From an optimization exercise on the open Yosys and OpenROAD flow, aimed at small area, a short achievable clock period and few clock cycles; shortcuts taken in it are not production practice.
In this exercise RTL edits were held to simulation tests only and were not proved equivalent to the original.
Power is estimated from default activity; no workload was simulated.

Setup of try-cedar:
// SingleCycleProcessor
module SingleCycleProcessor(
    input         clk,
    input         rst,
    output [31:0] imem_addr,
    input  [31:0] imem_rdata,
    output [31:0] dmem_addr,
    output [31:0] dmem_wdata,
    output        dmem_we,
    input  [31:0] dmem_rdata
    );
Size: about 1300 flip-flops, about 160 I/O pins.
==> flow/config.mk <==
export PLATFORM = sky130hd
export DESIGN_NAME = SingleCycleProcessor
export DESIGN_NICKNAME = SingleCycleProcessor
export VERILOG_FILES = /design/flow/design.v
export SDC_FILE = /design/flow/constraint.sdc
export NUM_CORES = 4
export LEC_CHECK = 0
export CAP_MARGIN = 20
export CORE_MARGIN = 2
export CORE_UTILIZATION = 50
export SETUP_SLACK_MARGIN = 5
export SLEW_MARGIN = 20
export SYNTH_HIERARCHICAL = 1
export TNS_END_PERCENT = 100
==> flow/constraint.sdc <==
create_clock -name core_clock -period 10.0 [get_ports {clk}]
set_input_delay 2.0000 -clock core_clock [delete_from_list [all_inputs] [get_ports {clk}]]
set_output_delay 2.0000 -clock core_clock [all_outputs]
set_load 0.01 [all_outputs]
standard.sh (not shown) runs the stock make flow with config.mk's settings and CLKGATE_MAP_FILE= SYNTH_SCRIPT=/design/flow/synth_recipe.tcl, a recipe that flattens the netlist after the stock synthesis.
==> flow/flow/run.sh <==
#!/bin/bash
# The standard ORFS layout, with two changes made on make's command line:
#  - the resizer's setup repair aims MARGIN ns below the (unchanged) clock
#    period instead of config.mk's at most 5 ns;
#  - the buffer put on every input and output port is buf_2 instead of the
#    delay cell buffer_ports picks on its own.
set -euo pipefail
MARGIN=6.4
sed -e "s/SETUP_SLACK_MARGIN=[^ ]*/SETUP_SLACK_MARGIN=$MARGIN/" \
    -e "s/CLKGATE_MAP_FILE= /CLKGATE_MAP_FILE= 'BUFFER_PORTS_ARGS=-buffer_cell sky130_fd_sc_hd__buf_2' /" \
    standard.sh > standard_margin.sh
grep -q "SETUP_SLACK_MARGIN=$MARGIN" standard_margin.sh
grep -q "BUFFER_PORTS_ARGS" standard_margin.sh
bash standard_margin.sh > make.log 2>&1
Testbench counts of try-cedar, summed over its fixed seeds: cycles 58,973.
--- input diff try-cedar..try-fjord ---
- CORE_UTILIZATION changed from 50 to 40
[summary]
- Comparing try-cedar and try-fjord, final critical delay including setup and external delays is lower on try-fjord.
- The maximum clock frequency of try-fjord is higher than that of try-cedar.
- In the final design statistics, try-fjord uses more standard cells in total than try-cedar.
- The register-to-register slack of try-fjord exceeds that of try-cedar by 90 ps.
- On tap cell count: between try-cedar and try-fjord, it ends up higher for try-fjord.
Edits applied to the flow inputs when going from try-fjord to try-violet:
- CTS_CLUSTER_SIZE now 30, previously not set
==> flow/flow/run.sh <==
#!/bin/bash
# The standard ORFS layout, with the resizer's setup repair aiming MARGIN ns
# below the (unchanged) clock period instead of config.mk's at most 5 ns.
set -euo pipefail
MARGIN=6.7
sed "s/SETUP_SLACK_MARGIN=[^ ]*/SETUP_SLACK_MARGIN=$MARGIN/" standard.sh > standard_margin.sh
grep -q "SETUP_SLACK_MARGIN=$MARGIN" standard_margin.sh
bash standard_margin.sh > make.log 2>&1
==> notes.md <==
Row number of cells on the critical path: try-violet lower / try-fjord higher. Summary: with try-fjord as the reference, wire length in try-violet moved up by a little under 10%. try-violet vs try-fjord, final worst setup slack went down by 4.6 ps. Diff try-violet and try-fjord: filler-free cell count of the finished design lower in try-fjord. For net switching power, dividing the value from try-violet by the value from try-fjord gives 1.06.

---

The RTL this note starts from:
==> flow/design.v <==
`timescale 1ns / 1ps
module SingleCycleProcessor(
    input         clk,
    input         rst,
    output [31:0] imem_addr,
    input  [31:0] imem_rdata,
    output [31:0] dmem_addr,
    output [31:0] dmem_wdata,
    output        dmem_we,
    input  [31:0] dmem_rdata
    );
    localparam [6:0] OP_LW  = 7'b0000011;
    localparam [6:0] OP_SW  = 7'b0100011;
    localparam [6:0] OP_R   = 7'b0110011;
    localparam [6:0] OP_I   = 7'b0010011;
    localparam [6:0] OP_BEQ = 7'b1100011;
    localparam [6:0] OP_JAL = 7'b1101111;
    localparam ALU_SUB = 0, ALU_SHL = 1, ALU_OR = 2, ALU_AND = 3;
    reg  [31:1] pc;
    reg         id_ir0;        
    reg  [31:1] id_irh;
    wire [31:0] id_ir = {id_irh, id_ir0};
    reg  [31:1] id_x;          
    reg  [31:0] ex_a, ex_b, ex_c;
    reg         ex_fa, ex_fb, ex_fc;
    reg  [3:0]  ex_alu;
    reg         ex_wr, ex_ld, ex_st, ex_br;
    reg  [4:0]  ex_rd;
    reg  [31:0] mem_res, mem_wd;
    reg         mem_we, mem_wr, mem_ld;
    reg  [4:0]  mem_rd;
    reg  [31:0] rf [1:31];
    assign imem_addr = {pc, 1'b0};
    wire [31:0] fi = imem_rdata;
    wire f_jal   = (fi[6:0] == OP_JAL);
    wire f_bsame = (fi[6:0] == OP_BEQ) && (fi[19:15] == fi[24:20]);
    wire [31:1] f_imm = f_jal ? {{12{fi[31]}}, fi[19:12], fi[20], fi[30:21]}
                              : {{19{fi[31]}}, fi[7], fi[31], fi[30:25], fi[11:8]};
    wire [31:1] f_target = pc + f_imm;
    wire [31:1] f_next   = pc + 31'd2;
    assign dmem_addr  = mem_res;
    assign dmem_wdata = mem_wd;
    assign dmem_we    = mem_we;
    wire [31:0] wb_data = mem_ld ? dmem_rdata : mem_res;
    always @(posedge clk) begin
        if (mem_wr)
            rf[mem_rd] <= wb_data;
    end
    wire [6:0] op  = id_ir[6:0];
    wire [4:0] rs1 = id_ir[19:15];
    wire [4:0] rs2 = id_ir[24:20];
    wire [4:0] rd  = id_ir[11:7];
    wire [2:0] f3  = id_ir[14:12];
    wire d_ld  = (op == OP_LW);
    wire d_st  = (op == OP_SW);
    wire d_r   = (op == OP_R);
    wire d_i   = (op == OP_I);
    wire d_br  = (op == OP_BEQ) && (rs1 != rs2);
    wire d_jal = (op == OP_JAL);
    wire d_wr  = (d_ld | d_r | d_i | d_jal) & (rd != 5'd0);
    wire use1  = d_ld | d_st | d_r | d_i | d_br;
    wire use2  = d_st | d_r | d_br;
    wire [31:0] imm_i = {{20{id_ir[31]}}, id_ir[31:20]};
    wire [31:0] imm_s = {{20{id_ir[31]}}, id_ir[31:25], id_ir[11:7]};
    wire [31:0] rv1 = (rs1 == 5'd0) ? 32'd0 :
                      (mem_wr && mem_rd == rs1) ? wb_data : rf[rs1];
    wire [31:0] rv2 = (rs2 == 5'd0) ? 32'd0 :
                      (mem_wr && mem_rd == rs2) ? wb_data : rf[rs2];
    wire hit1  = ex_wr && (ex_rd == rs1) && use1;
    wire hit2  = ex_wr && (ex_rd == rs2) && use2;
    wire stall = ex_ld && (hit1 || hit2);
    reg [3:0] d_alu;
    always @(*) begin
        d_alu = 4'b0000;
        if (d_r || d_i) begin
            case (f3)
                3'b000: d_alu = {3'b000, d_r & id_ir[30]};
                3'b010: d_alu = 4'b0010;
                3'b110: d_alu = 4'b0100;
                3'b111: d_alu = 4'b1000;
                default: d_alu = 4'b0000;
            endcase
        end
    end
    wire [31:0] a = ex_fa ? mem_res : ex_a;
    wire [31:0] b = ex_fb ? mem_res : ex_b;
    wire [31:0] c = ex_fc ? mem_res : ex_c;
    wire [31:0] sum = a + (ex_alu[ALU_SUB] ? ~b : b) + {31'd0, ex_alu[ALU_SUB]};
    wire [31:0] shl = (|b[31:5]) ? 32'd0 : (a << b[4:0]);
    wire [31:0] alu = ex_alu[ALU_SHL] ? shl :
                      ex_alu[ALU_OR]  ? (a | b) :
                      ex_alu[ALU_AND] ? (a & b) : sum;
    wire taken = ex_br && (a == b);
    always @(posedge clk or posedge rst) begin
        if (rst) begin
            pc     <= 31'h800;        
            id_ir0 <= 1'b0;
            ex_wr  <= 1'b0;
            ex_ld  <= 1'b0;
            ex_st  <= 1'b0;
            ex_br  <= 1'b0;
            mem_we <= 1'b0;
            mem_wr <= 1'b0;
        end else begin
            mem_we <= ex_st;
            mem_wr <= ex_wr;
            if (taken || stall) begin
                ex_wr <= 1'b0;
                ex_ld <= 1'b0;
                ex_st <= 1'b0;
                ex_br <= 1'b0;
            end else begin
                ex_wr <= d_wr;
                ex_ld <= d_ld;
                ex_st <= d_st;
                ex_br <= d_br;
            end
            if (taken) begin
                pc     <= c[31:1];
                id_ir0 <= 1'b0;
            end else if (!stall) begin
                pc     <= (f_jal || f_bsame) ? f_target : f_next;
                id_ir0 <= imem_rdata[0];
            end
        end
    end
    always @(posedge clk) begin
        mem_res <= alu;
        mem_wd  <= c;
        mem_ld  <= ex_ld;
        mem_rd  <= ex_rd;
        if (!stall) begin
            id_irh <= imem_rdata[31:1];
            id_x   <= f_jal ? f_next : f_target;
        end
        ex_a   <= d_jal ? {id_x, 1'b0} : rv1;
        ex_b   <= (d_i || d_ld) ? imm_i : d_st ? imm_s : d_jal ? 32'd0 : rv2;
        ex_c   <= d_st ? rv2 : {id_x, 1'b0};
        ex_fa  <= hit1;
        ex_fb  <= hit2 && !d_st;
        ex_fc  <= hit2 && d_st;
        ex_alu <= d_alu;
        ex_rd  <= rd;
    end
endmodule
clock: 10.0 ns
lec_check: 0
abc_clock_period_in_ps: 3000
cap_margin: 20
core_margin: 2
core_utilization: 40
setup_slack_margin: 5
slew_margin: 20
tns_end_percent: 100
run.sh (not shown) runs the stock make flow with config.mk's settings and CLKGATE_MAP_FILE= SYNTH_SCRIPT=/design/flow/synth_recipe.tcl, a recipe that flattens the netlist after the stock synthesis.
Stock flow here: none of the scripts above is used.
Testbench counts at the start, summed over its fixed seeds: cycles 58,973.
Rerun with:
==> flow/flow/run.sh (new file) <==
#!/bin/bash
# The standard ORFS layout, with the resizer's setup repair aiming MARGIN ns
# below the (unchanged) clock period instead of config.mk's at most 5 ns.
set -euo pipefail
MARGIN=6.4
sed "s/SETUP_SLACK_MARGIN=[^ ]*/SETUP_SLACK_MARGIN=$MARGIN/" standard.sh > standard_margin.sh
grep -q "SETUP_SLACK_MARGIN=$MARGIN" standard_margin.sh
bash standard_margin.sh > make.log 2>&1
==> flow/standard.sh (new file) <==
#!/bin/bash
# synth_recipe.tcl (not shown) runs the flow's synth.tcl, then flattens the netlist and writes it again
# the make line also repeats each setting of config.mk as NAME=value (left out here)
make -C /OpenROAD-flow-scripts/flow DESIGN_CONFIG=/design/flow/config.mk WORK_HOME=/design/flow/orfs CLKGATE_MAP_FILE= SYNTH_SCRIPT=/design/flow/synth_recipe.tcl "${@:-finish}"
removed: flow/run.sh
Clock power came out higher by about 3%; critical path depth came out higher by 17; total power came out higher by 4.8%; non-clock buffer count came out higher by 210; clock skew came out higher by 16 ps; die area does not change; wire length came out higher by 5.1%; via count came out higher by 4.6%; worst hold slack gains 3.9 ps; count of clock-buffer cells in the layout came out higher by 7; first-iteration DRC count came out lower by 0.81%.

static timing again, ports no longer ideal:
The flow's constraints put no driver on any port. The routed layouts listed below were extracted and timed again, unchanged, in two steps. Step 1, drivers: a clkbuf_16 drives clk and a buf_2 each remaining input, both assumed. Step 2 adds t to the input delays and takes it off the output delays; t is the mean of the earliest and latest rising clock arrival at the registers after step 1. Input paths then give back, and output paths get back, about the clock's delay inside the block. Slacks: ideal / step 1 / step 2; pairs: ideal / step 1.
| run | t, ns | setup WS [ns] | latest minus earliest clock arrival (ns) | slew at the worst register clock pin (ns) |
|---|---|---|---|---|
| try-cedar | 0.871 | 6.210 / 6.210 / 5.474 | 0.039 / 0.039 | 0.07 / 0.07 |
| try-fjord | 0.888 | 6.303 / 6.303 / 5.498 | 0.069 / 0.070 | 0.07 / 0.07 |
| try-violet | 0.890 | 6.298 / 6.215 / 5.477 | 0.050 / 0.050 | 0.07 / 0.07 |
| the first run of note 2 | 0.859 | 5.179 / 5.179 / 4.386 | 0.025 / 0.025 | 0.07 / 0.07 |
| the second run of note 2 | 0.881 | 5.199 / 5.240 / 4.359 | 0.043 / 0.044 | 0.07 / 0.07 |
After both steps every run listed still meets setup and hold. The setup slack of the second run of note 2, which loses most, moves by +0.041 ns with the drivers and by -0.840 ns with both steps.
